This is an optimization exercise on Yosys and OpenROAD, whose aim is small area, a short achievable clock period and few clock cycles per item, not a production implementation.
Function was not checked in any run shown here: the RTL went through the layout flow alone.

==> design.v <==
module Rsa256Core #(
	parameter R  = 6,
	parameter WB = 257,           
	parameter WS = 258            
)(
	input  [WS-1:0] i_scf,
	input  [WS-1:0] i_ssf,
	input           i_cin,
	input  [R-1:0]  i_a,          
	input  [R-1:0]  i_abnp,       
	input  [R-1:0]  i_np,         
	input  [WB-1:0] i_b,
	input  [255:0]  i_n,
	output [WS-1:0] o_scf,
	output [WS-1:0] o_ssf,
	output          o_cin
);
localparam W = WS + R;        
wire [R-1:0] sc_lo = ~i_scf[R-1:0];
wire [R-1:0] ss_lo = ~i_ssf[R-1:0];
wire [(2*R+2)*R-1:0] qrows;
genvar j;
generate for (j = 0; j < R; j = j + 1) begin : g_qpp
	assign qrows[j*R +: R]     = sc_lo[j] ? (i_np << j) : {R{1'b0}};
	assign qrows[(R+j)*R +: R] = ss_lo[j] ? (i_np << j) : {R{1'b0}};
end endgenerate
assign qrows[2*R*R +: R]     = i_cin ? i_np : {R{1'b0}};
assign qrows[(2*R+1)*R +: R] = i_abnp;
wire [R-1:0] qs, qc, q;
CsaTree #(.W(R), .N(2*R+2), .CIN(0), .FILL(0)) qtree (.rows(qrows), .cin(1'b0), .o_s(qs), .o_c(qc));
BkAdd #(.W(R)) qadd (.a(qs), .b(qc), .ci(1'b0), .s(q), .co());
wire [(R+2)*W-1:0] rows1;
assign rows1[0 +: W] = {{R{1'b1}}, i_scf};
assign rows1[W +: W] = {{R{1'b1}}, i_ssf};
generate for (j = 0; j < R; j = j + 1) begin : g_pp
	wire [WB-1:0] pp = ~(i_b & {WB{i_a[j]}});
	if (j == 0) begin : g0
		assign rows1[(j+2)*W +: W] = {{(W-WB){1'b1}}, pp};
	end else begin : gj
		assign rows1[(j+2)*W +: W] = {{(W-WB-j){1'b1}}, pp, {j{1'b1}}};
	end
end endgenerate
wire [W-1:0] u1, v1;
CsaTree #(.W(W), .N(R+2), .CIN(1), .FILL(1)) tree1 (.rows(rows1), .cin(~i_cin), .o_s(u1), .o_c(v1));
wire [(R+2)*W-1:0] rows2;
generate for (j = 0; j < R; j = j + 1) begin : g_qn
	wire [255:0] pp = ~(i_n & {256{q[j]}});
	if (j == 0) begin : g0
		assign rows2[j*W +: W] = {{(W-256){1'b1}}, pp};
	end else begin : gj
		assign rows2[j*W +: W] = {{(W-256-j){1'b1}}, pp, {j{1'b1}}};
	end
end endgenerate
assign rows2[R*W +: W]     = u1;
assign rows2[(R+1)*W +: W] = v1;
wire [W-1:0] u, v;
CsaTree #(.W(W), .N(R+2), .CIN(0), .FILL(1)) tree2 (.rows(rows2), .cin(1'b1), .o_s(u), .o_c(v));
assign o_scf = u[W-1:R];
assign o_ssf = v[W-1:R];
assign o_cin = ~&{u[R-1:0], v[R-1:0]};
endmodule
module CsaTree #(
	parameter W    = 8,
	parameter N    = 3,
	parameter CIN  = 0,
	parameter FILL = 0
)(
	input  [N*W-1:0] rows,
	input            cin,
	output [W-1:0]   o_s,
	output [W-1:0]   o_c
);
function automatic integer nrows(input integer n, input integer l);
	integer k, i;
	begin
		k = n;
		for (i = 0; i < l; i = i + 1) k = (k / 3) * 2 + (k % 3);
		nrows = k;
	end
endfunction
function automatic integer nlevels(input integer n);
	integer k, l, i;
	begin
		k = n;
		l = 0;
		for (i = 0; i < 32; i = i + 1) if (k > 2) begin k = (k / 3) * 2 + (k % 3); l = l + 1; end
		nlevels = l;
	end
endfunction
localparam L = nlevels(N);
wire [(L+1)*N*W-1:0] r;
genvar i, g;
generate
	assign r[0 +: N*W] = rows;
	for (i = 0; i < L; i = i + 1) begin : g_lvl
		localparam NI = nrows(N, i);
		localparam NG = NI / 3;
		for (g = 0; g < NI - 3 * NG; g = g + 1) begin : g_pass
			assign r[((i+1)*N + g)*W +: W] = r[(i*N + 3*NG + g)*W +: W];
		end
		for (g = 0; g < NG; g = g + 1) begin : g_grp
			wire [W-1:0] c;
			CsaRow #(.W(W)) row (
				.x(r[(i*N + 3*g)*W +: W]),
				.y(r[(i*N + 3*g + 1)*W +: W]),
				.z(r[(i*N + 3*g + 2)*W +: W]),
				.s(r[((i+1)*N + NI - 3*NG + 2*g)*W +: W]),
				.c(c)
			);
			if (CIN && i == 0 && g == 0) begin : g_cin
				assign r[((i+1)*N + NI - 3*NG + 2*g + 1)*W +: W] = {c[W-2:0], cin};
			end else begin : g_nocin
				assign r[((i+1)*N + NI - 3*NG + 2*g + 1)*W +: W] = {c[W-2:0], FILL[0]};
			end
		end
		for (g = NI - NG; g < N; g = g + 1) begin : g_fill
			assign r[((i+1)*N + g)*W +: W] = {W{1'b0}};
		end
	end
endgenerate
assign o_s = r[(L*N)*W +: W];
assign o_c = r[(L*N + 1)*W +: W];
endmodule
module CsaRow #(
	parameter W = 8
)(
	input  [W-1:0] x,
	input  [W-1:0] y,
	input  [W-1:0] z,
	output [W-1:0] s,
	output [W-1:0] c
);
assign s = x ^ y ^ z;
assign c = (x & y) | (x & z) | (y & z);
endmodule
module BkAdd #(
	parameter W = 8
)(
	input  [W-1:0] a,
	input  [W-1:0] b,
	input          ci,
	output [W-1:0] s,
	output         co
);
localparam L = $clog2(W + 1);
wire [(2*L)*(W+1)-1:0] g;
wire [(2*L)*(W+1)-1:0] p;
assign g[0 +: W+1] = {a & b, ci};
assign p[0 +: W+1] = {a ^ b, 1'b0};
genvar lv, j;
generate
	for (lv = 0; lv < L; lv = lv + 1) begin : up
		for (j = 0; j <= W; j = j + 1) begin : b
			if ((j + 1) % (2 << lv) == 0) begin : op
				assign g[(lv+1)*(W+1) + j] = g[lv*(W+1) + j] | (p[lv*(W+1) + j] & g[lv*(W+1) + j - (1 << lv)]);
				assign p[(lv+1)*(W+1) + j] = p[lv*(W+1) + j] & p[lv*(W+1) + j - (1 << lv)];
			end else begin : pass
				assign g[(lv+1)*(W+1) + j] = g[lv*(W+1) + j];
				assign p[(lv+1)*(W+1) + j] = p[lv*(W+1) + j];
			end
		end
	end
	for (lv = L - 2; lv >= 0; lv = lv - 1) begin : dn
		for (j = 0; j <= W; j = j + 1) begin : b
			if ((j + 1) % (2 << lv) == (1 << lv) && j + 1 > (2 << lv)) begin : op
				assign g[(2*L-1-lv)*(W+1) + j] = g[(2*L-2-lv)*(W+1) + j] | (p[(2*L-2-lv)*(W+1) + j] & g[(2*L-2-lv)*(W+1) + j - (1 << lv)]);
				assign p[(2*L-1-lv)*(W+1) + j] = p[(2*L-2-lv)*(W+1) + j] & p[(2*L-2-lv)*(W+1) + j - (1 << lv)];
			end else begin : pass
				assign g[(2*L-1-lv)*(W+1) + j] = g[(2*L-2-lv)*(W+1) + j];
				assign p[(2*L-1-lv)*(W+1) + j] = p[(2*L-2-lv)*(W+1) + j];
			end
		end
	end
endgenerate
wire [W:0] c = g[(2*L-1)*(W+1) +: W+1];
assign s  = p[W:1] ^ c[W-1:0];
assign co = c[W];
endmodule
module MulLo #(
	parameter W = 6
)(
	input  [W-1:0] a,
	input  [W-1:0] b,
	output [W-1:0] p
);
wire [(W+1)*W-1:0] rows;
genvar j;
generate for (j = 0; j < W; j = j + 1) begin : g_pp
	assign rows[j*W +: W] = a[j] ? (b << j) : {W{1'b0}};
end endgenerate
assign rows[W*W +: W] = {W{1'b0}};
wire [W-1:0] s, c;
CsaTree #(.W(W), .N(W+1), .CIN(0), .FILL(0)) tree (.rows(rows), .cin(1'b0), .o_s(s), .o_c(c));
BkAdd #(.W(W)) add (.a(s), .b(c), .ci(1'b0), .s(p), .co());
endmodule
module Rsa256Wrapper (
    input         avm_rst,
    input         avm_clk,
    output  [4:0] avm_address,
    output        avm_read,
    input  [31:0] avm_readdata,
    output        avm_write,
    output [31:0] avm_writedata,
    input         avm_waitrequest
);
localparam R  = 6;                  
localparam M  = (258 + R - 1) / R;  
localparam K  = R * M;              
localparam RX_BASE     = 5'd0;
localparam TX_BASE     = 5'd4;
localparam STATUS_BASE = 5'd8;
localparam S_RXS   = 0;    
localparam S_RXD   = 1;    
localparam S_WAIT  = 2;    
localparam S_DBLA  = 3;    
localparam S_DBLB  = 4;    
localparam S_SCAN  = 5;    
localparam S_MONT  = 6;    
localparam S_CONV  = 7;    
localparam S_FINAL = 8;    
localparam S_FINA  = 9;    
localparam S_FINB  = 10;   
localparam S_TXS   = 11;   
localparam S_TXD   = 12;   
localparam NS      = 13;
logic [NS-1:0] st;
logic         rd_r, wr_r;
logic [4:0]   addr_r;
logic [8:0]   cnt;
logic [8:0]   bitcnt;
logic         keyed, started, mulflag;
logic         op_sqr, op_mul, op_fin;    
logic         shp, shk;                  
logic [255:0] N, D;
logic [K-1:0] Cm;                        
logic [256:0] X;
logic [7:0]   txb, rxb;
logic [R-1:0] ad, abnp, np, npp;
logic [257:0] Scf, Ssf;                  
logic         cin;
assign avm_address   = addr_r;
assign avm_read      = rd_r;
assign avm_write     = wr_r;
assign avm_writedata = {24'd0, txb};
wire done = !avm_waitrequest;
wire [257:0] t_scf, t_ssf;
wire         t_cin;
Rsa256Core #(.R(R), .WB(257), .WS(258)) step (
    .i_scf(Scf), .i_ssf(Ssf), .i_cin(cin), .i_a(ad), .i_abnp(abnp), .i_np(np),
    .i_b(X), .i_n(N),
    .o_scf(t_scf), .o_ssf(t_ssf), .o_cin(t_cin)
);
wire [257:0] nsum;
BkAdd #(.W(258)) add (.a(Scf), .b(Ssf), .ci(~cin), .s(nsum), .co());
wire [257:0] sum = ~nsum;
wire         ge  = ~sum[257];
logic [256:0] X_next;
always_comb begin
    X_next = X;
    if (shp) X_next = {1'b0, X[247:0], rxb};
    if (st[S_CONV]) X_next = sum[256:0];
    if (st[S_DBLB] || st[S_FINB]) X_next = ge ? sum[256:0] : ~Scf[256:0];
end
wire [K-1:0]  Xp = {{(K-257){1'b0}}, X};
wire [6:0]    didx = cnt[6:0] + 7'd1;
logic [R-1:0] xdig;
always_comb begin
    xdig = '0;
    for (int i = 1; i < M; i++)
        if (didx == i) xdig = Xp[i*R +: R];
end
logic [R-1:0] ad_next;
always_comb begin
    ad_next = '0;
    if (st[S_MONT] && op_sqr) ad_next = xdig;
    if (st[S_MONT] && op_mul) ad_next = Cm[2*R-1:R];
    if (st[S_CONV])  ad_next = Cm[R-1:0];
    if (st[S_SCAN])  ad_next = X[R-1:0];
    if (st[S_FINAL]) ad_next = {{(R-1){1'b0}}, 1'b1};
end
wire [R-1:0] b_lo = st[S_CONV] ? sum[R-1:0] : X[R-1:0];
wire [R-1:0] bnp, abnp_next;
MulLo #(.W(R)) mul_bnp (.a(b_lo), .b(np), .p(bnp));
MulLo #(.W(R)) mul_abnp (.a(ad_next), .b(bnp), .p(abnp_next));
wire [R-1:0] n_lo = N[R-1:0];
wire [4:0]   nj = cnt[4:0];
always_ff @(posedge avm_clk) begin
    X    <= X_next;
    rxb  <= avm_readdata[7:0];
    ad   <= ad_next;
    abnp <= abnp_next;
    if (shp || st[S_FINB]) txb <= X_next[247:240];
    if (st[S_MONT]) begin
        Scf <= t_scf;
        Ssf <= t_ssf;
        cin <= t_cin;
    end else if (st[S_DBLA]) begin
        Scf <= ~{1'b0, X[255:0], 1'b0};
        Ssf <= {2'b0, N};
        cin <= 1'b1;
    end else if (st[S_FINA]) begin
        Scf <= ~{1'b0, X};
        Ssf <= {2'b0, N};
        cin <= 1'b1;
    end else begin
        Scf <= '1;
        Ssf <= '1;
        cin <= st[S_FINAL] && !started;
    end
    if (shk) begin
        D <= {D[247:0], X[255:248]};
        N <= {N[247:0], D[255:248]};
    end else if (st[S_SCAN] && bitcnt != 9'd256) begin
        D <= {D[254:0], D[255]};
    end
    if (st[S_SCAN] && !started)
        Cm <= Xp;
    else if (st[S_MONT] && op_mul)
        Cm <= {Cm[R-1:0], Cm[K-1:R]};
    if (st[S_DBLA] && cnt == 9'd0) begin
        np  <= {{(R-1){1'b0}}, 1'b1};
        npp <= n_lo;
    end else if (st[S_DBLB] && cnt < R && !npp[nj]) begin
        np[nj] <= 1'b1;
        npp    <= npp + (n_lo << nj);
    end
end
always_ff @(posedge avm_clk or posedge avm_rst) begin
    if (avm_rst) begin
        st      <= 1 << S_RXS;
        rd_r    <= 1'b1;
        wr_r    <= 1'b0;
        addr_r  <= STATUS_BASE;
        cnt     <= 9'd0;
        bitcnt  <= 9'd0;
        keyed   <= 1'b0;
        started <= 1'b0;
        mulflag <= 1'b0;
        op_sqr  <= 1'b0;
        op_mul  <= 1'b0;
        op_fin  <= 1'b0;
        shp     <= 1'b0;
        shk     <= 1'b0;
    end else begin
        shp <= (st[S_RXD] || st[S_TXD]) && done;
        shk <= st[S_RXD] && done && !keyed;
        if (st[S_RXS] && done && avm_readdata[7]) begin
            addr_r <= RX_BASE;
            st     <= 1 << S_RXD;
        end
        if (st[S_RXD] && done) begin
            cnt <= cnt + 9'd1;
            if (cnt == (keyed ? 9'd31 : 9'd95)) begin
                rd_r  <= 1'b0;
                keyed <= 1'b1;
                cnt   <= 9'd0;
                st    <= 1 << S_WAIT;
            end else begin
                addr_r <= STATUS_BASE;
                st     <= 1 << S_RXS;
            end
        end
        if (st[S_WAIT]) st <= 1 << S_DBLA;
        if (st[S_DBLA]) st <= 1 << S_DBLB;
        if (st[S_DBLB]) begin
            cnt <= cnt + 9'd1;
            if (cnt == K - 1) begin
                cnt     <= 9'd0;
                bitcnt  <= 9'd0;
                started <= 1'b0;
                st      <= 1 << S_SCAN;
            end else begin
                st      <= 1 << S_DBLA;
            end
        end
        if (st[S_SCAN]) begin
            if (bitcnt == 9'd256) begin
                st <= 1 << S_FINAL;
            end else begin
                bitcnt <= bitcnt + 9'd1;
                if (!started) begin
                    started <= D[255];
                end else begin
                    mulflag <= D[255];
                    op_sqr  <= 1'b1;
                    op_mul  <= 1'b0;
                    op_fin  <= 1'b0;
                    cnt     <= 9'd0;
                    st      <= 1 << S_MONT;
                end
            end
        end
        if (st[S_MONT]) begin
            cnt <= cnt + 9'd1;
            if (cnt == M - 1) begin
                cnt <= 9'd0;
                st  <= 1 << S_CONV;
            end
        end
        if (st[S_CONV]) begin
            if (op_sqr && mulflag) begin
                op_sqr <= 1'b0;
                op_mul <= 1'b1;
                st     <= 1 << S_MONT;
            end else if (op_fin) begin
                st <= 1 << S_FINA;
            end else begin
                st <= 1 << S_SCAN;
            end
        end
        if (st[S_FINAL]) begin
            op_sqr <= 1'b0;
            op_mul <= 1'b0;
            op_fin <= 1'b1;
            st     <= started ? (1 << S_MONT) : (1 << S_CONV);
        end
        if (st[S_FINA]) st <= 1 << S_FINB;
        if (st[S_FINB]) begin
            rd_r   <= 1'b1;
            addr_r <= STATUS_BASE;
            cnt    <= 9'd0;
            st     <= 1 << S_TXS;
        end
        if (st[S_TXS] && done && avm_readdata[6]) begin
            rd_r   <= 1'b0;
            wr_r   <= 1'b1;
            addr_r <= TX_BASE;
            st     <= 1 << S_TXD;
        end
        if (st[S_TXD] && done) begin
            wr_r   <= 1'b0;
            rd_r   <= 1'b1;
            addr_r <= STATUS_BASE;
            cnt    <= cnt + 9'd1;
            if (cnt == 9'd30) begin
                cnt <= 9'd0;
                st  <= 1 << S_RXS;
            end else begin
                st  <= 1 << S_TXS;
            end
        end
    end
end
endmodule
==> flow/run.sh <==
#!/bin/bash
# Standard synthesis, then the standard ORFS layout steps with repair_timing
# aiming at a shorter period than the constraint (which stays as it is).
set -euo pipefail
MARGIN=16.5
bash standard.sh synth > synth.log 2>&1
bash standard.sh SETUP_SLACK_MARGIN=$MARGIN floorplan place cts route finish > layout.log 2>&1
==> standard.sh <==
#!/bin/bash
# synth_recipe.tcl (not shown) runs the flow's synth.tcl, then flattens the netlist and writes it again
# the make line also repeats each setting of config.mk as NAME=value (left out here)
make -C /OpenROAD-flow-scripts/flow DESIGN_CONFIG=/design/flow/config.mk WORK_HOME=/design/flow/orfs CLKGATE_MAP_FILE= SYNTH_SCRIPT=/design/flow/synth_recipe.tcl "${@:-finish}"
==> config.mk <==
export PLATFORM = sky130hd
export DESIGN_NAME = Rsa256Wrapper
export DESIGN_NICKNAME = Rsa256Wrapper
export VERILOG_FILES = /design/flow/design.v
export SDC_FILE = /design/flow/constraint.sdc
export NUM_CORES = 8
export LEC_CHECK = 0
export CAP_MARGIN = 20
export CORE_MARGIN = 2
export CORE_UTILIZATION = 40
export SETUP_SLACK_MARGIN = 1.0
export SLEW_MARGIN = 20
export SYNTH_HIERARCHICAL = 1
==> constraint.sdc <==
create_clock -name core_clock -period 22.0 [get_ports {avm_clk}]
set_input_delay 4.4000 -clock core_clock [delete_from_list [all_inputs] [get_ports {avm_clk}]]
set_output_delay 4.4000 -clock core_clock [all_outputs]
set_load 0.01 [all_outputs]
==> results of run 1 <==
stage by stage:
stage                     setup WS [ns]   util
after floorplan                   14.61      -
after global placement            12.69  0.419
after detailed placement          12.66  0.419
after CTS                         14.24  0.454
after global routing              13.99  0.469
final                             14.14  0.469
flip-flops by register name (all words and copies together) (netlist names), 5 cells and up:
name    count
Cm        258
D         256
N         256
Scf       258
Ssf       258
X         257
abnp        6
ad          6
addr_r      5
bitcnt      9
cnt         9
np          6
npp         6
rxb         8
st         13
txb         8
metal layers:
layer / up-vias / GRT usage
met2: 6425 / 0.398
met3: 1250 / 0.0612
met5: - / 0.00142
met1: 61700 / 0.366
met4: 14 / 0.117
li1: 47800 / -
critical path, stage by stage (launching register included):
cell,delay (ns)
dfxtp_4,0.38
buf_6,0.13
nor2b_4,0.12
fa_1,0.52
fa_1,0.44
fa_2,0.55
fa_1,0.43
fa_2,0.55
fa_2,0.45
ha_2,0.20
a21o_1,0.18
a31oi_2,0.18
fa_2,0.49
buf_6,0.16
inv_16,0.10
buf_6,0.12
buf_16,0.16
buf_12,0.12
buf_16,0.12
buf_12,0.10
nand2_2,0.05
fa_2,0.54
fa_1,0.43
fa_2,0.57
fa_2,0.43
nand2_1,0.10
o21ai_1,0.09
repair_timing:
action / in CTS / in global routing
setup buffers: 163 / 80
gates cloned: 105 / 53
gates resized for setup: 1004 / 986
setup endpoints to repair: 815 / 807
pin swaps: 168 / 416
layout make-up:
cell class	instances	area, sq um	share of cell area
Clock inverter	119	1290	0.00683
Timing Repair inverter	12	236	0.00125
Clock buffer	258	5450	0.0288
Multi-Input combinational cell	11700	120000	0.637
Timing Repair Buffer	609	9460	0.0501
Antenna cell	13	32.5	0.000172
Inverter	545	2120	0.0112
Tap cell	5405	6760	0.0358
Sequential cell	1630	43300	0.229
how the worst min path moves through the flow:
stage                 from    to  slack, ns  cells past startpoint
floorplan           D[248]  N[0]       0.42                      0
global placement    D[253]  N[5]       0.43                      0
detailed placement  D[254]  N[6]       0.43                      0
CTS                 D[254]  N[6]       0.45                      0
global route        D[253]  N[5]       0.46                      0
finish              D[254]  N[6]       0.45                      0
==> impl_results.md, run 1 <==
- Status: complete, no violations
- M1 wire length: 220,000 um
- CTS sink count: 1,630
- 1st-iter DRT viols: 13,200
- Reg2reg end: Scf[120]
- Crit path kind: reg -> reg
- Max-Cap Viols: 0
- Post-layout minimum cycle time: 7.86 ns
- Slew headroom: 0.167
- Root Driver: clkbuf_16
- Reg2Reg Launch Point: np[1]
- Final setup TNS: 0 ns
- First-pass iteration count of the detailed router: 6
- Worst min-delay path class: reg -> reg
- Metal2 WL: 246,000 um
- Critical Path End: Scf[120]
- Final instance area: 189,000 sq um
- Worst-Margin Slew: 1.24 ns
- Core footprint: 403,000 sq um
- Cts-stage hold buffer count: 0
- Final count of pins violating max slew: 0
- Chip Height: 640 um
- Area Growth Syn to Fin: 16.7%
- Layout net count: 18,400
- Commonest non-fill, non-tap cell in the layout: nand2_1
- Post-DRT Antenna Nets: 0
- Die width: 640 um
- Later-pin clock latency in the skew report: 0.96 ns
- Fillcell total: 36,200
- DR vias: 117,000
- Final setup viols: 0
- Final Skew: 0.0633 ns
- RSZ-0062 raised after global routing: true
- Syn_area_per_cell: 11.2 sq um
- PortBufs: 25
- Vias in the first global route: 123,000
- Final Hold Viols: 0
- Post-Syn Instances: 14,400
- Worst-path fanout max: 6
- DRC violations left: 0
- Post-synthesis cell area: 162,000 sq um
- Crit start category: flop
- CTS max path bufs: 4
- Top layer in use: met5
- Worst reg2reg path depth: 26
- Fin crit share: 0.357
- Met3 wire length: 59,500 um
- Total wire length: 557,000 um
- R2r setup slk: 14.14 ns
- CTS Buf Count: 204
- DPL Wire Length: 338,000 um
- Avg WL per Cell: 27.5 um
- Yosys warns: 7
- First-pass GRT wire length: 813,000 um
- Io pins: 74
- Reg clk slew, reported paths: 0.06 ns
- Grt ovf: 0
- Worst Setup SP: np[1]
- H-tree depth: 4
- Rows: 233
- Largest net degree at the start of global routing: 195
- Hold Slack: 0.447 ns
- CP Capture Type: flop
- Vias per inst: 5.79
- Most frequent cells in the layout: nand2_1 (3,873), fa_1 (2,878), edfxtp_1 (1,032)
- Cell Count, Final, Fillers Out: 20,300
- Highest clock rate: 127 MHz
- Total global-route track usage: 0.265
- Total Die Area: 410,000 sq um
- Req. time, crit path: 22.77 ns
- CP arrival: 8.63 ns
- GP Congestion: 0.892
- Area post-placement: 169,000 sq um
- Placed Cells incl. Taps: 19,500
- Initial antenna violation count: 22
- Initial core utilization: 0.402
- CTS tree: done
- Share of cells above drive strength 1: 0.223
==> inputs of run 2 (changes only) <==
--- a/design.v
+++ b/design.v
@@ -2,4 +2,5 @@
 	parameter R  = 6,
-	parameter WB = 257,           
-	parameter WS = 258            
+	parameter NT = 262,           
+	parameter WB = 263,           
+	parameter WS = 264            
 )(
@@ -9,6 +10,5 @@
 	input  [R-1:0]  i_a,          
-	input  [R-1:0]  i_abnp,       
-	input  [R-1:0]  i_np,         
+	input  [R-1:0]  i_ab,         
 	input  [WB-1:0] i_b,
-	input  [255:0]  i_n,
+	input  [NT-1:0] i_nt,
 	output [WS-1:0] o_scf,
@@ -18,15 +18,6 @@
 localparam W = WS + R;        
-wire [R-1:0] sc_lo = ~i_scf[R-1:0];
-wire [R-1:0] ss_lo = ~i_ssf[R-1:0];
-wire [(2*R+2)*R-1:0] qrows;
-genvar j;
-generate for (j = 0; j < R; j = j + 1) begin : g_qpp
-	assign qrows[j*R +: R]     = sc_lo[j] ? (i_np << j) : {R{1'b0}};
-	assign qrows[(R+j)*R +: R] = ss_lo[j] ? (i_np << j) : {R{1'b0}};
-end endgenerate
-assign qrows[2*R*R +: R]     = i_cin ? i_np : {R{1'b0}};
-assign qrows[(2*R+1)*R +: R] = i_abnp;
-wire [R-1:0] qs, qc, q;
-CsaTree #(.W(R), .N(2*R+2), .CIN(0), .FILL(0)) qtree (.rows(qrows), .cin(1'b0), .o_s(qs), .o_c(qc));
-BkAdd #(.W(R)) qadd (.a(qs), .b(qc), .ci(1'b0), .s(q), .co());
+wire [R-1:0] q0s, q0c, q;
+wire [3*R-1:0] q0rows = {~i_scf[R-1:0], ~i_ssf[R-1:0], i_ab};
+CsaTree #(.W(R), .N(3), .CIN(1), .FILL(0)) qtree (.rows(q0rows), .cin(i_cin), .o_s(q0s), .o_c(q0c));
+BkAdd #(.W(R)) qadd (.a(q0s), .b(q0c), .ci(1'b0), .s(q), .co());
 wire [(R+2)*W-1:0] rows1;
@@ -34,2 +25,3 @@
 assign rows1[W +: W] = {{R{1'b1}}, i_ssf};
+genvar j;
 generate for (j = 0; j < R; j = j + 1) begin : g_pp
@@ -46,7 +38,7 @@
 generate for (j = 0; j < R; j = j + 1) begin : g_qn
-	wire [255:0] pp = ~(i_n & {256{q[j]}});
+	wire [NT-1:0] pp = ~(i_nt & {NT{q[j]}});
 	if (j == 0) begin : g0
-		assign rows2[j*W +: W] = {{(W-256){1'b1}}, pp};
+		assign rows2[j*W +: W] = {{(W-NT){1'b1}}, pp};
 	end else begin : gj
-		assign rows2[j*W +: W] = {{(W-256-j){1'b1}}, pp, {j{1'b1}}};
+		assign rows2[j*W +: W] = {{(W-NT-j){1'b1}}, pp, {j{1'b1}}};
 	end
@@ -205,5 +197,8 @@
 );
-localparam R  = 6;                  
-localparam M  = (258 + R - 1) / R;  
-localparam K  = R * M;              
+localparam R  = 6;                           
+localparam NT = 256 + R;                     
+localparam WB = NT + 1;                      
+localparam WS = NT + 2;                      
+localparam M  = (WS + R - 1) / R;            
+localparam K  = R * M;                       
 localparam RX_BASE     = 5'd0;
@@ -214,13 +209,14 @@
 localparam S_WAIT  = 2;    
-localparam S_DBLA  = 3;    
-localparam S_DBLB  = 4;    
-localparam S_SCAN  = 5;    
-localparam S_MONT  = 6;    
-localparam S_CONV  = 7;    
-localparam S_FINAL = 8;    
-localparam S_FINA  = 9;    
-localparam S_FINB  = 10;   
-localparam S_TXS   = 11;   
-localparam S_TXD   = 12;   
-localparam NS      = 13;
+localparam S_NT0   = 3;    
+localparam S_NTA   = 4;    
+localparam S_NTB   = 5;    
+localparam S_DBLA  = 6;    
+localparam S_DBLB  = 7;    
+localparam S_SCAN  = 8;    
+localparam S_MONT  = 9;    
+localparam S_CONV  = 10;   
+localparam S_FINAL = 11;   
+localparam S_TXS   = 12;   
+localparam S_TXD   = 13;   
+localparam NS      = 14;
 logic [NS-1:0] st;
@@ -230,3 +226,3 @@
 logic [8:0]   bitcnt;
-logic         keyed, started, mulflag;
+logic         keyed, started, mulflag, fr;
 logic         op_sqr, op_mul, op_fin;    
@@ -234,7 +230,8 @@
 logic [255:0] N, D;
+logic [256:0] Q;                         
 logic [K-1:0] Cm;                        
-logic [256:0] X;
+logic [WB-1:0] X;
 logic [7:0]   txb, rxb;
-logic [R-1:0] ad, abnp, np, npp;
-logic [257:0] Scf, Ssf;                  
+logic [R-1:0] ad, ab;
+logic [WS-1:0] Scf, Ssf;                 
 logic         cin;
@@ -245,21 +242,22 @@
 wire done = !avm_waitrequest;
-wire [257:0] t_scf, t_ssf;
-wire         t_cin;
-Rsa256Core #(.R(R), .WB(257), .WS(258)) step (
-    .i_scf(Scf), .i_ssf(Ssf), .i_cin(cin), .i_a(ad), .i_abnp(abnp), .i_np(np),
-    .i_b(X), .i_n(N),
+wire [NT-1:0] Nt = {Q[NT-R:0], {(R-1){1'b1}}};
+wire [WS-1:0] t_scf, t_ssf;
+wire          t_cin;
+Rsa256Core #(.R(R), .NT(NT), .WB(WB), .WS(WS)) step (
+    .i_scf(Scf), .i_ssf(Ssf), .i_cin(cin), .i_a(ad), .i_ab(ab),
+    .i_b(X), .i_nt(Nt),
     .o_scf(t_scf), .o_ssf(t_ssf), .o_cin(t_cin)
 );
-wire [257:0] nsum;
-BkAdd #(.W(258)) add (.a(Scf), .b(Ssf), .ci(~cin), .s(nsum), .co());
-wire [257:0] sum = ~nsum;
-wire         ge  = ~sum[257];
-logic [256:0] X_next;
+wire [WS-1:0] nsum;
+BkAdd #(.W(WS)) add (.a(Scf), .b(Ssf), .ci(~cin), .s(nsum), .co());
+wire [WS-1:0] sum = ~nsum;
+wire          ge  = ~sum[WS-1];
+logic [WB-1:0] X_next;
 always_comb begin
     X_next = X;
-    if (shp) X_next = {1'b0, X[247:0], rxb};
-    if (st[S_CONV]) X_next = sum[256:0];
-    if (st[S_DBLB] || st[S_FINB]) X_next = ge ? sum[256:0] : ~Scf[256:0];
+    if (shp) X_next = {{(WB-256){1'b0}}, X[247:0], rxb};
+    if (st[S_CONV]) X_next = sum[WB-1:0];
+    if (st[S_DBLB]) X_next = ge ? sum[WB-1:0] : ~Scf[WB-1:0];
 end
-wire [K-1:0]  Xp = {{(K-257){1'b0}}, X};
+wire [K-1:0]  Xp = {{(K-WB){1'b0}}, X};
 wire [6:0]    didx = cnt[6:0] + 7'd1;
@@ -271,2 +269,3 @@
 end
+wire conv_mul = op_sqr && mulflag;       
 logic [R-1:0] ad_next;
@@ -276,3 +275,3 @@
     if (st[S_MONT] && op_mul) ad_next = Cm[2*R-1:R];
-    if (st[S_CONV])  ad_next = Cm[R-1:0];
+    if (st[S_CONV])  ad_next = conv_mul ? Cm[R-1:0] : sum[R-1:0];
     if (st[S_SCAN])  ad_next = X[R-1:0];
@@ -281,13 +280,11 @@
 wire [R-1:0] b_lo = st[S_CONV] ? sum[R-1:0] : X[R-1:0];
-wire [R-1:0] bnp, abnp_next;
-MulLo #(.W(R)) mul_bnp (.a(b_lo), .b(np), .p(bnp));
-MulLo #(.W(R)) mul_abnp (.a(ad_next), .b(bnp), .p(abnp_next));
-wire [R-1:0] n_lo = N[R-1:0];
-wire [4:0]   nj = cnt[4:0];
+wire [R-1:0] ab_next;
+MulLo #(.W(R)) mul_ab (.a(ad_next), .b(b_lo), .p(ab_next));
+wire ntlast = (cnt == R - 1);
 always_ff @(posedge avm_clk) begin
-    X    <= X_next;
-    rxb  <= avm_readdata[7:0];
-    ad   <= ad_next;
-    abnp <= abnp_next;
-    if (shp || st[S_FINB]) txb <= X_next[247:240];
+    X   <= X_next;
+    rxb <= avm_readdata[7:0];
+    ad  <= ad_next;
+    ab  <= ab_next;
+    if (shp || (st[S_DBLB] && fr)) txb <= X_next[R+247 -: 8];
     if (st[S_MONT]) begin
@@ -297,9 +294,9 @@
     end else if (st[S_DBLA]) begin
-        Scf <= ~{1'b0, X[255:0], 1'b0};
-        Ssf <= {2'b0, N};
-        cin <= 1'b1;
-    end else if (st[S_FINA]) begin
-        Scf <= ~{1'b0, X};
-        Ssf <= {2'b0, N};
+        Scf <= ~{X[WS-2:0], 1'b0};
+        Ssf <= fr ? {{(WS-256-R){1'b0}}, N, {R{1'b0}}} : {{(WS-256){1'b0}}, N};
         cin <= 1'b1;
+    end else if (st[S_NTA]) begin
+        Scf <= ~{{(WS-257){1'b0}}, Q};
+        Ssf <= Q[0] ? '1 : ~{{(WS-256){1'b0}}, N};
+        cin <= 1'b0;
     end else begin
@@ -309,2 +306,6 @@
     end
+    if (st[S_NT0])
+        Q <= {2'b0, N[255:1]};
+    else if (st[S_NTB])
+        Q <= ntlast ? sum[256:0] : {1'b0, sum[256:1]};
     if (shk) begin
@@ -312,3 +313,3 @@
         N <= {N[247:0], D[255:248]};
-    end else if (st[S_SCAN] && bitcnt != 9'd256) begin
+    end else if ((st[S_SCAN] || (st[S_CONV] && !conv_mul && !op_fin)) && bitcnt != 9'd256) begin
         D <= {D[254:0], D[255]};
@@ -319,9 +320,2 @@
         Cm <= {Cm[R-1:0], Cm[K-1:R]};
-    if (st[S_DBLA] && cnt == 9'd0) begin
-        np  <= {{(R-1){1'b0}}, 1'b1};
-        npp <= n_lo;
-    end else if (st[S_DBLB] && cnt < R && !npp[nj]) begin
-        np[nj] <= 1'b1;
-        npp    <= npp + (n_lo << nj);
-    end
 end
@@ -338,2 +332,3 @@
         mulflag <= 1'b0;
+        fr      <= 1'b0;
         op_sqr  <= 1'b0;
@@ -362,3 +357,18 @@
         end
-        if (st[S_WAIT]) st <= 1 << S_DBLA;
+        if (st[S_WAIT]) begin
+            cnt <= 9'd1;
+            st  <= 1 << S_NT0;
+        end
+        if (st[S_NT0]) st <= 1 << S_NTA;
+        if (st[S_NTA]) st <= 1 << S_NTB;
+        if (st[S_NTB]) begin
+            cnt <= cnt + 9'd1;
+            if (ntlast) begin
+                cnt <= 9'd0;
+                fr  <= 1'b0;
+                st  <= 1 << S_DBLA;
+            end else begin
+                st  <= 1 << S_NTA;
+            end
+        end
         if (st[S_DBLA]) st <= 1 << S_DBLB;
@@ -366,3 +376,8 @@
             cnt <= cnt + 9'd1;
-            if (cnt == K - 1) begin
+            if (fr && cnt == R - 1) begin
+                cnt    <= 9'd0;
+                rd_r   <= 1'b1;
+                addr_r <= STATUS_BASE;
+                st     <= 1 << S_TXS;
+            end else if (!fr && cnt == K - 1) begin
                 cnt     <= 9'd0;
@@ -400,3 +415,3 @@
         if (st[S_CONV]) begin
-            if (op_sqr && mulflag) begin
+            if (conv_mul) begin
                 op_sqr <= 1'b0;
@@ -405,5 +420,12 @@
             end else if (op_fin) begin
-                st <= 1 << S_FINA;
+                fr <= 1'b1;
+                st <= 1 << S_DBLA;
+            end else if (bitcnt == 9'd256) begin
+                st <= 1 << S_FINAL;
             end else begin
-                st <= 1 << S_SCAN;
+                bitcnt  <= bitcnt + 9'd1;
+                mulflag <= D[255];
+                op_sqr  <= 1'b1;
+                op_mul  <= 1'b0;
+                st      <= 1 << S_MONT;
             end
@@ -416,9 +438,2 @@
         end
-        if (st[S_FINA]) st <= 1 << S_FINB;
-        if (st[S_FINB]) begin
-            rd_r   <= 1'b1;
-            addr_r <= STATUS_BASE;
-            cnt    <= 9'd0;
-            st     <= 1 << S_TXS;
-        end
         if (st[S_TXS] && done && avm_readdata[6]) begin
==> run 2 against run 1 <==
Effect of this change:
- the layout now fails its checks (slew limit)
- core utilization fell by 0.25 points
- worst hold slack got worse by 0.038 ns
- global-route usage rose by 3.1 points
- non-clock buffer count rose by 210
- critical path depth fell by 4
- clock skew rose by 0.063 ns
- fmax rose by 23%
- synthesized cell count rose by 12%
- clock-buffer cell count rose by 46
- area after synthesis rose by 10%
- critical path type unchanged
- largest cell class unchanged
==> impl_results.md, run 2 <==
- Top layer in use: met5 (unchanged)
- Req. time, crit path: 22.94 ns (was 22.77 ns)
- Worst-path fanout max: 7 (was 6)
- DPL Wire Length: 413,000 um (was 338,000 um)
- Final setup viols: 0 (unchanged)
- Fin crit share: 0.291 (was 0.357)
- Highest clock rate: 156 MHz (was 127 MHz)
- Layout net count: 20,100 (was 18,400)
- Met3 wire length: 87,900 um (was 59,500 um)
- M1 wire length: 255,000 um (was 220,000 um)
- GP Congestion: 0.909 (was 0.892)
- Vias per inst: 6.13 (was 5.79)
- Total Die Area: 451,000 sq um (was 410,000 sq um)
- Area Growth Syn to Fin: 16.3% (was 16.7%)
- 1st-iter DRT viols: 17,300 (was 13,200)
- H-tree depth: 4 (unchanged)
- Crit path kind: reg -> reg (unchanged)
- Avg WL per Cell: 30.3 um (was 27.5 um)
- Register area: 51,300 sq um (was 43,300 sq um)
- Metal2 WL: 296,000 um (was 246,000 um)
- Final Skew: 0.126 ns (was 0.0633 ns)
- Fillcell total: 40,200 (was 36,200)
- Status: finished with violations (was complete, no violations)
- Core Util, Final: 0.466 (was 0.469)
- Yosys warns: 7 (unchanged)
- Reg clk slew, reported paths: 0.07 ns (was 0.06 ns)
- Final count of pins violating max slew: 78 (was 0)
- Total global-route track usage: 0.296 (was 0.265)
- Worst Setup SP: cnt[0] (was np[1])
- CP Capture Type: flop (unchanged)
- Most frequent cells in the layout: nand2_1 (4,931), fa_1 (2,878), edfxtp_1 (1,293) (was nand2_1 (3,873), fa_1 (2,878), edfxtp_1 (1,032))
- Share of cells above drive strength 1: 0.161 (was 0.223)
- PortBufs: 25 (unchanged)
- Rows: 245 (was 233)
- Root Driver: clkbuf_16 (unchanged)
- Largest net degree at the start of global routing: 143 (was 195)
- Post-layout minimum cycle time: 6.39 ns (was 7.86 ns)
- Final Hold Viols: 0 (unchanged)
- CTS tree: done (unchanged)
- Vias in the first global route: 143,000 (was 123,000)
- Worst reg2reg path depth: 22 (was 26)
- Io pins: 74 (unchanged)
- Syn_area_per_cell: 11.1 sq um (was 11.2 sq um)
- Core footprint: 444,000 sq um (was 403,000 sq um)
- First-pass iteration count of the detailed router: 14 (was 6)
- Initial antenna violation count: 27 (was 22)
- CTS sink count: 1,901 (was 1,630)
- Reg2Reg Launch Point: cnt[0] (was np[1])
- CTS Buf Count: 237 (was 204)
- Critical Path End: ab[5] (was Scf[120])
- First-pass GRT wire length: 987,000 um (was 813,000 um)
- CP arrival: 7.33 ns (was 8.63 ns)
- Worst-Margin Slew: 1.75 ns (was 1.24 ns)
- Grt ovf: 0 (unchanged)
- Chip Height: 672 um (was 640 um)
- Post-DRT Antenna Nets: 0 (unchanged)
- DR vias: 138,000 (was 117,000)
- Final setup TNS: 0 ns (unchanged)
- Worst min-delay path class: reg -> reg (unchanged)
- Slew headroom: -0.170 (was 0.167)
- Die width: 672 um (was 640 um)
- Commonest non-fill, non-tap cell in the layout: nand2_1 (unchanged)
- R2r setup slk: 15.61 ns (was 14.14 ns)
- Total wire length: 682,000 um (was 557,000 um)
- RSZ-0062 raised after global routing: true (unchanged)
- Post-synthesis cell area: 178,000 sq um (was 162,000 sq um)
- Area of the multi-input gates: 127,000 sq um (was 120,000 sq um)
- Initial core utilization: 0.401 (was 0.402)
- Biggest regs: Cm x264, Scf x264, Ssf x264 (was Cm x258, Scf x258, Ssf x258)
- Max-Cap Viols: 0 (unchanged)
- Post-Syn Instances: 16,100 (was 14,400)
- SO Viols: slew limit
- Crit start category: flop (unchanged)
- Later-pin clock latency in the skew report: 1.04 ns (was 0.96 ns)
- DRC violations left: 0 (unchanged)
- Reg2reg end: ab[5] (was Scf[120])
- CTS max path bufs: 4 (unchanged)
## run 2: how the worst min path moves through the flow
stage	cells after the start	endpoint	from	slack, ns
floorplan	0	N[0]	D[248]	0.42
global placement	0	N[0]	D[248]	0.43
detailed placement	0	N[1]	D[249]	0.44
CTS	2	Cm[117]	Cm[123]	0.43
global route	0	N[1]	D[249]	0.46
finish	2	Cm[117]	Cm[123]	0.41
## run 2: layout make-up
class,count,area share
clock buffers,304,0.0311
diodes,11,0.000133
well taps,5928,0.0358
repair inverters,19,0.00200
multi-input cells,13100,0.612
repair buffers,819,0.0583
inverters,277,0.00558
clock inverters,138,0.00746
flip-flops and latches,1901,0.248
## run 2: through the flow
step                      instance area [sq um]  worst slack (ns)  std cells  hold slack, ns
after floorplan                          179000             16.37      16300           0.422
after global placement                   184000             13.81      21500           0.434
after detailed placement                 184000             13.77      21500           0.438
after CTS                                204000             15.66      22300           0.428
after global routing                     207000             15.56      22500           0.463
final                                    207000             15.61      22500           0.409
## run 2: worst max-delay path, stage by stage, from the launching register on
cell and delay, ns:
dfrtp_4 0.54, ha_4 0.21, buf_6 0.12, buf_6 0.11, a311oi_4 0.36, a31oi_4 0.12, a2111oi_4 0.39, buf_6 0.18
o31ai_1 0.09, a22oi_2 0.31, o211ai_1 0.15, o211ai_1 0.50, a21oi_2 0.20, and2_4 0.20, fa_1 0.49, fa_1 0.43
fa_1 0.52, fa_1 0.46, ha_4 0.18, a21o_1 0.15, a31oi_2 0.17, fa_1 0.44, inv_1 0.07
## run 2: repair_timing
item                                    in CTS  in global routing
endpoints found under the setup margin     913                859
gates resized for setup                   1620                511
hold buffers                                 0                  0
gates cloned                               131                 30
buffers inserted                           292                 98
pin swaps                                 1136                265
## run 2: metal layers
layer / vias to the layer above / GRT usage
met3: 1937 / 0.0921
met4: 12 / 0.150
met2: 9144 / 0.441
met1: 71800 / 0.389
met5: - / 0
li1: 54900 / -
==> inputs of run 3 (changes only) <==
--- a/design.v
+++ b/design.v
@@ -177,3 +177,3 @@
 );
-wire [(W+1)*W-1:0] rows;
+wire [W*W-1:0] rows;
 genvar j;
@@ -182,5 +182,4 @@
 end endgenerate
-assign rows[W*W +: W] = {W{1'b0}};
 wire [W-1:0] s, c;
-CsaTree #(.W(W), .N(W+1), .CIN(0), .FILL(0)) tree (.rows(rows), .cin(1'b0), .o_s(s), .o_c(c));
+CsaTree #(.W(W), .N(W), .CIN(0), .FILL(0)) tree (.rows(rows), .cin(1'b0), .o_s(s), .o_c(c));
 BkAdd #(.W(W)) add (.a(s), .b(c), .ci(1'b0), .s(p), .co());
@@ -222,4 +221,6 @@
 logic [NS-1:0] st;
-logic         rd_r, wr_r;
+logic         rd_r, wr_r;            
 logic [4:0]   addr_r;
+logic         rd_n, wr_n;
+logic [4:0]   addr_n;
 logic [8:0]   cnt;
@@ -234,3 +235,3 @@
 logic [7:0]   txb, rxb;
-logic [R-1:0] ad, ab;
+logic [R-1:0] ad, ab, dn;               
 logic [WS-1:0] Scf, Ssf;                 
@@ -262,3 +263,3 @@
 wire [K-1:0]  Xp = {{(K-WB){1'b0}}, X};
-wire [6:0]    didx = cnt[6:0] + 7'd1;
+wire [6:0]    didx = cnt[6:0] + 7'd2;
 logic [R-1:0] xdig;
@@ -266,5 +267,6 @@
     xdig = '0;
-    for (int i = 1; i < M; i++)
+    for (int i = 2; i < M; i++)
         if (didx == i) xdig = Xp[i*R +: R];
 end
+wire [R-1:0] dn_next = st[S_MONT] ? xdig : st[S_CONV] ? sum[2*R-1:R] : X[2*R-1:R];
 wire conv_mul = op_sqr && mulflag;       
@@ -273,3 +275,3 @@
     ad_next = '0;
-    if (st[S_MONT] && op_sqr) ad_next = xdig;
+    if (st[S_MONT] && op_sqr) ad_next = dn;
     if (st[S_MONT] && op_mul) ad_next = Cm[2*R-1:R];
@@ -288,2 +290,3 @@
     ab  <= ab_next;
+    dn  <= dn_next;
     if (shp || (st[S_DBLB] && fr)) txb <= X_next[R+247 -: 8];
@@ -321,2 +324,31 @@
 end
+always_comb begin
+    rd_n   = rd_r;
+    wr_n   = wr_r;
+    addr_n = addr_r;
+    if (st[S_RXS] && done && avm_readdata[7]) addr_n = RX_BASE;
+    if (st[S_RXD] && done) begin
+        if (cnt == (keyed ? 9'd31 : 9'd95)) rd_n = 1'b0;
+        else addr_n = STATUS_BASE;
+    end
+    if (st[S_DBLB] && fr && cnt == R - 1) begin
+        rd_n   = 1'b1;
+        addr_n = STATUS_BASE;
+    end
+    if (st[S_TXS] && done && avm_readdata[6]) begin
+        rd_n   = 1'b0;
+        wr_n   = 1'b1;
+        addr_n = TX_BASE;
+    end
+    if (st[S_TXD] && done) begin
+        rd_n   = 1'b1;
+        wr_n   = 1'b0;
+        addr_n = STATUS_BASE;
+    end
+end
+always_ff @(posedge avm_clk) begin
+    rd_r   <= avm_rst ? 1'b1 : rd_n;
+    wr_r   <= avm_rst ? 1'b0 : wr_n;
+    addr_r <= avm_rst ? STATUS_BASE : addr_n;
+end
 always_ff @(posedge avm_clk or posedge avm_rst) begin
@@ -324,5 +356,2 @@
         st      <= 1 << S_RXS;
-        rd_r    <= 1'b1;
-        wr_r    <= 1'b0;
-        addr_r  <= STATUS_BASE;
         cnt     <= 9'd0;
@@ -342,3 +371,2 @@
         if (st[S_RXS] && done && avm_readdata[7]) begin
-            addr_r <= RX_BASE;
             st     <= 1 << S_RXD;
@@ -348,3 +376,2 @@
             if (cnt == (keyed ? 9'd31 : 9'd95)) begin
-                rd_r  <= 1'b0;
                 keyed <= 1'b1;
@@ -353,3 +380,2 @@
             end else begin
-                addr_r <= STATUS_BASE;
                 st     <= 1 << S_RXS;
@@ -378,4 +404,2 @@
                 cnt    <= 9'd0;
-                rd_r   <= 1'b1;
-                addr_r <= STATUS_BASE;
                 st     <= 1 << S_TXS;
@@ -439,5 +463,2 @@
         if (st[S_TXS] && done && avm_readdata[6]) begin
-            rd_r   <= 1'b0;
-            wr_r   <= 1'b1;
-            addr_r <= TX_BASE;
             st     <= 1 << S_TXD;
@@ -445,5 +466,2 @@
         if (st[S_TXD] && done) begin
-            wr_r   <= 1'b0;
-            rd_r   <= 1'b1;
-            addr_r <= STATUS_BASE;
             cnt    <= cnt + 9'd1;
==> flow/run.sh (replaced) <==
#!/bin/bash
# Standard synthesis, then the standard ORFS layout steps with repair_timing
# aiming at a shorter period than the constraint (which stays as it is).
set -euo pipefail
MARGIN=16
bash standard.sh synth > synth.log 2>&1
bash standard.sh SETUP_SLACK_MARGIN=$MARGIN SKIP_BUFFER_REMOVAL=1 floorplan place cts route finish > layout.log 2>&1
==> run 3 against run 2 <==
Effect of this change:
- fmax up 6.7%
- synthesized cell count up 0.58%
- register-to-register slack better by 0.40 ns
- the run now finishes clean
- cell count down 2.2%
- core utilization down 3.1 points
- critical path type is now in -> reg
- via count down 4.6%
- routed wire length down 11%
==> impl_results.md, run 3 <==
- Status: complete, no violations (was finished with violations)
- Core footprint: 446,000 sq um (was 444,000 sq um)
- Layout net count: 19,600 (was 20,100)
- GP Congestion: 0.924 (was 0.909)
- Slowest CP cell: clkdlybuf4s50_1 (was dfrtp_4)
- Worst min-delay path class: reg -> reg (unchanged)
- Total Die Area: 453,000 sq um (was 451,000 sq um)
- CP bufs+invs: 1 (was 4)
- Total wire length: 610,000 um (was 682,000 um)
- Share of cells above drive strength 1: 0.0642 (was 0.161)
- CTS Buf Count: 232 (was 237)
- Fillcell total: 41,700 (was 40,200)
- CP arrival: 6.91 ns (was 7.33 ns)
- Crit path kind: in -> reg (was reg -> reg)
- Crit-path cells: clkdlybuf4s50_1 -> nand2_1 -> o21ai_1 -> or4_1 -> nor3_1 -> and4b_1 (was ha_4 -> buf_6 -> buf_6 -> a311oi_4 -> a31oi_4 -> a2111oi_4 -> buf_6 -> o31ai_1 -> a22oi_2 -> o211ai_1 -> o211ai_1 -> a21oi_2 -> and2_4 -> fa_1 -> fa_1 -> fa_1 -> fa_1 -> ha_4 -> a21o_1 -> a31oi_2 -> fa_1 -> inv_1)
- Die width: 673 um (was 672 um)
- Place WS: 14.40 ns (was 13.77 ns)
- Final count of pins violating max slew: 0 (was 78)
- Syn_area_per_cell: 11.1 sq um (about the same)
- Most frequent cells in the layout: nand2_1 (5,175), fa_1 (3,407), edfxtp_1 (1,293) (was nand2_1 (4,931), fa_1 (2,878), edfxtp_1 (1,293))
- Slew headroom: 0.157 (was -0.170)
- DR vias: 131,000 (was 138,000)
- Area post-placement: 185,000 sq um (was 184,000 sq um)
- Post-Syn Instances: 16,200 (was 16,100)
- Post-synthesis cell area: 179,000 sq um (was 178,000 sq um)
- Final setup TNS: 0 ns (unchanged)
- Later-pin clock latency in the skew report: 1.03 ns (was 1.04 ns)
- CTS max path bufs: 4 (unchanged)
- First-pass GRT wire length: 914,000 um (was 987,000 um)
- Commonest non-fill, non-tap cell in the layout: nand2_1 (unchanged)
- Reg clk slew, reported paths: 0.06 ns (was 0.07 ns)
- Post-layout minimum cycle time: 5.99 ns (was 6.39 ns)
- Highest clock rate: 167 MHz (was 156 MHz)
- Final setup viols: 0 (unchanged)
- Worst-path fanout max: 6 (was 7)
- Max-Cap Viols: 0 (unchanged)
- Vias per inst: 5.98 (was 6.13)
- Critical path's largest stage delay: 0.81 ns (was 0.54 ns)
- 1st-iter DRT viols: 15,100 (was 17,300)
- Crit start category: primary input (was flop)
- Avg WL per Cell: 27.7 um (was 30.3 um)
- Final instance area: 194,000 sq um (was 207,000 sq um)
- Largest net degree at the start of global routing: 197 (was 143)
- Root Driver: clkbuf_16 (unchanged)
- RSZ-0062 raised after global routing: true (unchanged)
- PortBufs: 25 (unchanged)
- CTS tree: done (unchanged)
- Worst-Margin Slew: 1.27 ns (was 1.75 ns)
- Initial antenna violation count: 25 (was 27)
- Fin crit share: 0.272 (was 0.291)
- DPL Wire Length: 408,000 um (was 413,000 um)
- Core Util, Final: 0.436 (was 0.466)
- Grt ovf: 0 (unchanged)
- Area Growth Syn to Fin: 8.33% (was 16.3%)
- CTS sink count: 1,907 (was 1,901)
- H-tree depth: 4 (unchanged)
- CP delay by family, top: simple AND/OR/NAND/NOR gates (was adder cells)
- Chip Height: 673 um (was 672 um)
- Final Hold Viols: 0 (unchanged)
- Biggest regs: Cm x264, Scf x264, Ssf x264 (unchanged)
- Final Skew: 0.0836 ns (was 0.126 ns)
- Post-DRT Antenna Nets: 0 (unchanged)
- Rows: 245 (unchanged)
- Cts-stage hold buffer count: 0 (unchanged)
- Yosys warns: 7 (unchanged)
- First-pass iteration count of the detailed router: 7 (was 14)
- Req. time, crit path: 22.91 ns (was 22.94 ns)
- Initial core utilization: 0.402 (was 0.401)
- Io pins: 74 (unchanged)
- DRC violations left: 0 (unchanged)
- Vias in the first global route: 139,000 (was 143,000)
- Worst Setup Slack, final: 16.01 ns (was 15.61 ns)
- Total global-route track usage: 0.267 (was 0.296)
- CP Capture Type: flop (unchanged)
-- run 3: through the flow --
step	hold slack, ns	cells
finish	0.411	22000
global placement	0.418	21500
detailed placement	0.418	21500
global route	0.406	22000
CTS	0.394	22000
floorplan	0.422	16400
-- run 3: layout make-up --
| class | count | area [sq um] | area share |
|---|---|---|---|
| repair buffers | 275 | 3150 | 0.0162 |
| flip-flops and latches | 1907 | 51400 | 0.265 |
| diodes | 10 | 25.0 | 0.000129 |
| repair inverters | 7 | 90.1 | 0.000464 |
| clock buffers | 292 | 6310 | 0.0325 |
| inverters | 261 | 1060 | 0.00546 |
| well taps | 5928 | 7420 | 0.0382 |
| clock inverters | 147 | 1740 | 0.00894 |
| multi-input cells | 13200 | 123000 | 0.633 |
-- run 3: metal layers --
layer  global-route usage  part of all wire  vias to the layer above
li1                     -                 -                    53900
met1                0.359              0.40                    68900
met2                0.416              0.45                     7358
met3               0.0625              0.10                     1328
met4                0.110             0.048                        8
met5                    0           0.00039                        -
-- run 3: timing repair --
item                                    CTS  global route
gates resized for setup                 159            40
pin swaps                                 6             3
hold endpoints to repair                  0             0
endpoints found under the setup margin  834           429
gates cloned                             13             8
buffers inserted                         20            11
-- run 3: worst register-to-register path, delay by kind of cell (launching register included) --
kind                       cells  cell delay [ns]
buffers and inverters          3             0.90
muxes                          1             0.29
AOI/OAI and AO/OA              9             2.01
and+or+nand+nor                3             1.20
adders and majority gates      2             0.95
DFF                            1             0.34
-- run 3: worst paths after layout --
path | start | end | slack [ns] | cells past startpoint
max | avm_readdata[6] | st[3] | 16.01 | 6
min | D[248] | N[0] | 0.41 | 0
max reg2reg | Scf[56] | X[113] | 16.01 | 18
min reg2reg | D[248] | N[0] | 0.41 | 0
max in group asynchronous | avm_rst | st[9] | 16.85 | 2
min in group asynchronous | avm_rst | st[2] | 4.46 | 2
==> inputs of run 4 (changes only) <==
--- a/design.v
+++ b/design.v
@@ -196,3 +196,3 @@
 );
-localparam R  = 6;                           
+localparam R  = 8;                           
 localparam NT = 256 + R;                     
==> run 4 against run 3 <==
Effect of this change:
- worst hold slack gained 0.042 ns
- critical path depth rose by 16
- via count is 20% higher
- highest routed layer unchanged
- still clean on timing, DRC and antenna
- core utilization up 1.5 points
- cell count up 18%
- sequential share of layout area down 4.4 points
- synthesized cell count up 18%
- global-route usage rose by 2.2 points
- clock skew fell by 0.012 ns
==> impl_results.md, run 4 <==
- Status: complete, no violations (unchanged)
- Final setup viols: 0 (unchanged)
- Slew headroom: 0.144 (was 0.157)
- CTS max path bufs: 4 (unchanged)
- CTS tree: done (unchanged)
- Root Driver: clkbuf_16 (unchanged)
- Final Hold Viols: 0 (unchanged)
- Later-pin clock latency in the skew report: 1.00 ns (was 1.03 ns)
- Worst-Margin Slew: 1.25 ns (was 1.27 ns)
- Chip Height: 728 um (was 673 um)
- Req. time, crit path: 22.68 ns (was 22.91 ns)
- CTS sink count: 1,927 (was 1,907)
- RSZ-0062 raised after global routing: true (unchanged)
- CP Capture Type: flop (unchanged)
- Total wire length: 788,000 um (was 610,000 um)
- Fillcell total: 47,500 (was 41,700)
- Slowest CP cell: fa_2 (was clkdlybuf4s50_1)
- Commonest non-fill, non-tap cell in the layout: nand2_1 (unchanged)
- Avg WL per Cell: 30.4 um (was 27.7 um)
- Io pins: 74 (unchanged)
- Cts-stage hold buffer count: 0 (unchanged)
- Grt ovf: 0 (unchanged)
- Worst-path fanout max: 6 (unchanged)
- Share of cells above drive strength 1: 0.138 (was 0.0642)
- Syn_area_per_cell: 10.9 sq um (was 11.1 sq um)
- Critical path's largest stage delay: 0.67 ns (was 0.81 ns)
- H-tree depth: 4 (unchanged)
- Biggest regs: Cm x272, Scf x266, Ssf x266 (was Cm x264, Scf x264, Ssf x264)
- Highest clock rate: 159 MHz (was 167 MHz)
- CP most frequent cell: buf_16
- Layout net count: 23,600 (was 19,600)
- Yosys warns: 7 (unchanged)
- Post-Syn Instances: 19,200 (was 16,200)
- Fin crit share: 0.286 (was 0.272)
- Total Die Area: 530,000 sq um (was 453,000 sq um)
- DPL Wire Length: 490,000 um (was 408,000 um)
- Die width: 728 um (was 673 um)
- Initial antenna violation count: 37 (was 25)
- Post-DRT Antenna Nets: 0 (unchanged)
- 1st-iter DRT viols: 20,300 (was 15,100)
- Reg clk slew, reported paths: 0.07 ns (was 0.06 ns)
- Top reg by flops: Cm
- Rows: 265 (was 245)
- DR vias: 158,000 (was 131,000)
- Area of the multi-input gates: 155,000 sq um (was 123,000 sq um)
- Initial core utilization: 0.402 (about the same)
- Final count of pins violating max slew: 0 (unchanged)
- Final Skew: 0.0720 ns (was 0.0836 ns)
- Largest net degree at the start of global routing: 199 (was 197)
- Crit-path cells: ha_2 -> nand4_1 -> or4_4 -> nor3_4 -> o2111ai_4 -> nand4_2 -> buf_12 -> a211oi_4 -> buf_6 -> o21ai_4 -> a41oi_4 -> o31ai_4 -> a31oi_2 -> a211o_1 -> fa_2 -> inv_16 -> buf_16 -> buf_16 -> buf_16 -> mux2i_2 -> a22oi_2 -> o21ai_1 (was clkdlybuf4s50_1 -> nand2_1 -> o21ai_1 -> or4_1 -> nor3_1 -> and4b_1)
- Vias in the first global route: 164,000 (was 139,000)
- Most frequent cells in the layout: nand2_1 (6,120), fa_1 (3,761), edfxtp_1 (1,297) (was nand2_1 (5,175), fa_1 (3,407), edfxtp_1 (1,293))
- First-pass GRT wire length: 1,130,000 um (was 914,000 um)
- Register area: 51,900 sq um (was 51,400 sq um)
- Post-layout minimum cycle time: 6.29 ns (was 5.99 ns)
- PortBufs: 25 (unchanged)
- Max-Cap Viols: 0 (unchanged)
- Max FFs per register: 272
- Total global-route track usage: 0.289 (was 0.267)
- Vias per inst: 6.10 (was 5.98)
- Worst min-delay path class: reg -> reg (unchanged)
- CTS Buf Count: 220 (was 232)
- Crit path kind: reg -> reg (was in -> reg)
- GP Congestion: 0.918 (was 0.924)
- Core footprint: 522,000 sq um (was 446,000 sq um)
- Final setup TNS: 0 ns (unchanged)
- DRC violations left: 0 (unchanged)
- Area Growth Syn to Fin: 12.0% (was 8.33%)
- CP arrival: 6.97 ns (was 6.91 ns)
- First-pass iteration count of the detailed router: 7 (unchanged)
- Crit start category: flop (was primary input)
- Post-synthesis cell area: 210,000 sq um (was 179,000 sq um)
==> run 4: cell count changes in the layout (fill, tap and decap cells not counted), moves of 22 or more <==
cell     delta
nand2_1   +945
fa_2      +818
fa_1      +354
o21ai_0   -212
o21ai_1   +206
buf_4     +191
nand2_4   +106
buf_12    +105
buf_16     +97
conb_1     +62
buf_6      +49
nand2_2    +49
nor2_1     -33
ha_4       +22
==> run 4: final timing paths <==
check                             start     end  slack [ns]  cells past startpoint
worst max-delay path            Scf[62]   X[88]       15.71                     22
worst min-delay path             D[251]    N[3]        0.45                      0
worst max register to register  Scf[62]   X[88]       15.71                     22
worst min register to register   D[251]    N[3]        0.45                      0
max in group asynchronous       avm_rst     shk       17.32                      3
min in group asynchronous       avm_rst  st[10]        4.19                      3
==> run 4: metrics by stage <==
stage          area (sq um)  hold WS (ns)   util  setup WS (ns)  std cells
6_report             235000         0.453  0.451          15.71      25900
5_1_grt              235000         0.463  0.451          15.69      25900
4_1_cts              230000         0.451  0.441          15.81      25700
3_5_place_dp         215000         0.437  0.412          13.04      24900
3_3_place_gp         215000         0.429  0.412          13.11      24900
2_1_floorplan        211000         0.422      -          16.00      19400
==> run 4: area by class of cell <==
class                           instances  area share
Clock buffer                          289      0.0258
Sequential cell                      1927       0.221
Timing Repair Buffer                  764      0.0467
Clock inverter                        123     0.00545
Tap cell                             6942      0.0370
Inverter                              277     0.00479
Timing Repair inverter                  7    0.000282
Multi-Input combinational cell      15500       0.659
Antenna cell                           29    0.000309
==> run 4: what timing repair did <==
item / in CTS / in global routing
gates cloned: 94 / 35
setup endpoints to repair: 914 / 807
buffers inserted: 253 / 130
resized for setup: 897 / 1006
pin swaps: 1124 / 1420
==> run 4: routing by layer <==
layer,up-vias,track usage,wire length [um]
met3,1937,0.0823,99200
met4,28,0.130,43700
li1,62000,-,-
met1,83300,0.387,297000
met2,10500,0.437,348000
met5,-,0,211
==> run 4: worst max-delay path: cells and delay by family (launching register included) <==
family                   cells  cell delay [ns]
multiplexers                 1             0.18
buffers and inverters        6             0.94
AND/OR/NAND/NOR              4             1.34
flip-flops                   1             0.35
adder cells (fa/ha/maj)      2             1.07
AO/OA/AOI/OAI                9             2.00

==> port drivers added, routing unchanged <==
Ports are ideal in the flow. The routed layouts listed here were re-timed in OpenROAD.
Step 1 assumes that a clkbuf_16 drives the clock port and a buf_2 every other input.
Step 2, shift: input delay + t, output delay - t, t = (earliest + latest rising clock arrival at the registers) / 2. This alone moves slack from input paths to output paths.
Three values: ideal, step 1, step 2; two values: the first two.
run	t, ns	setup WS [ns]	hold slack, ns
run 1	1.059	14.139 / 14.139 / 14.139	0.447 / 0.447 / 0.447
run 2	1.102	15.609 / 15.562 / 15.282	0.409 / 0.409 / 0.409
run 3	1.093	16.010 / 15.912 / 14.991	0.411 / 0.411 / 0.411
run 4	1.082	15.706 / 15.706 / 14.904	0.453 / 0.453 / 0.453
For run 3, which loses most, drivers alone change the setup slack by -0.098 ns; drivers and shift together by -1.019 ns.
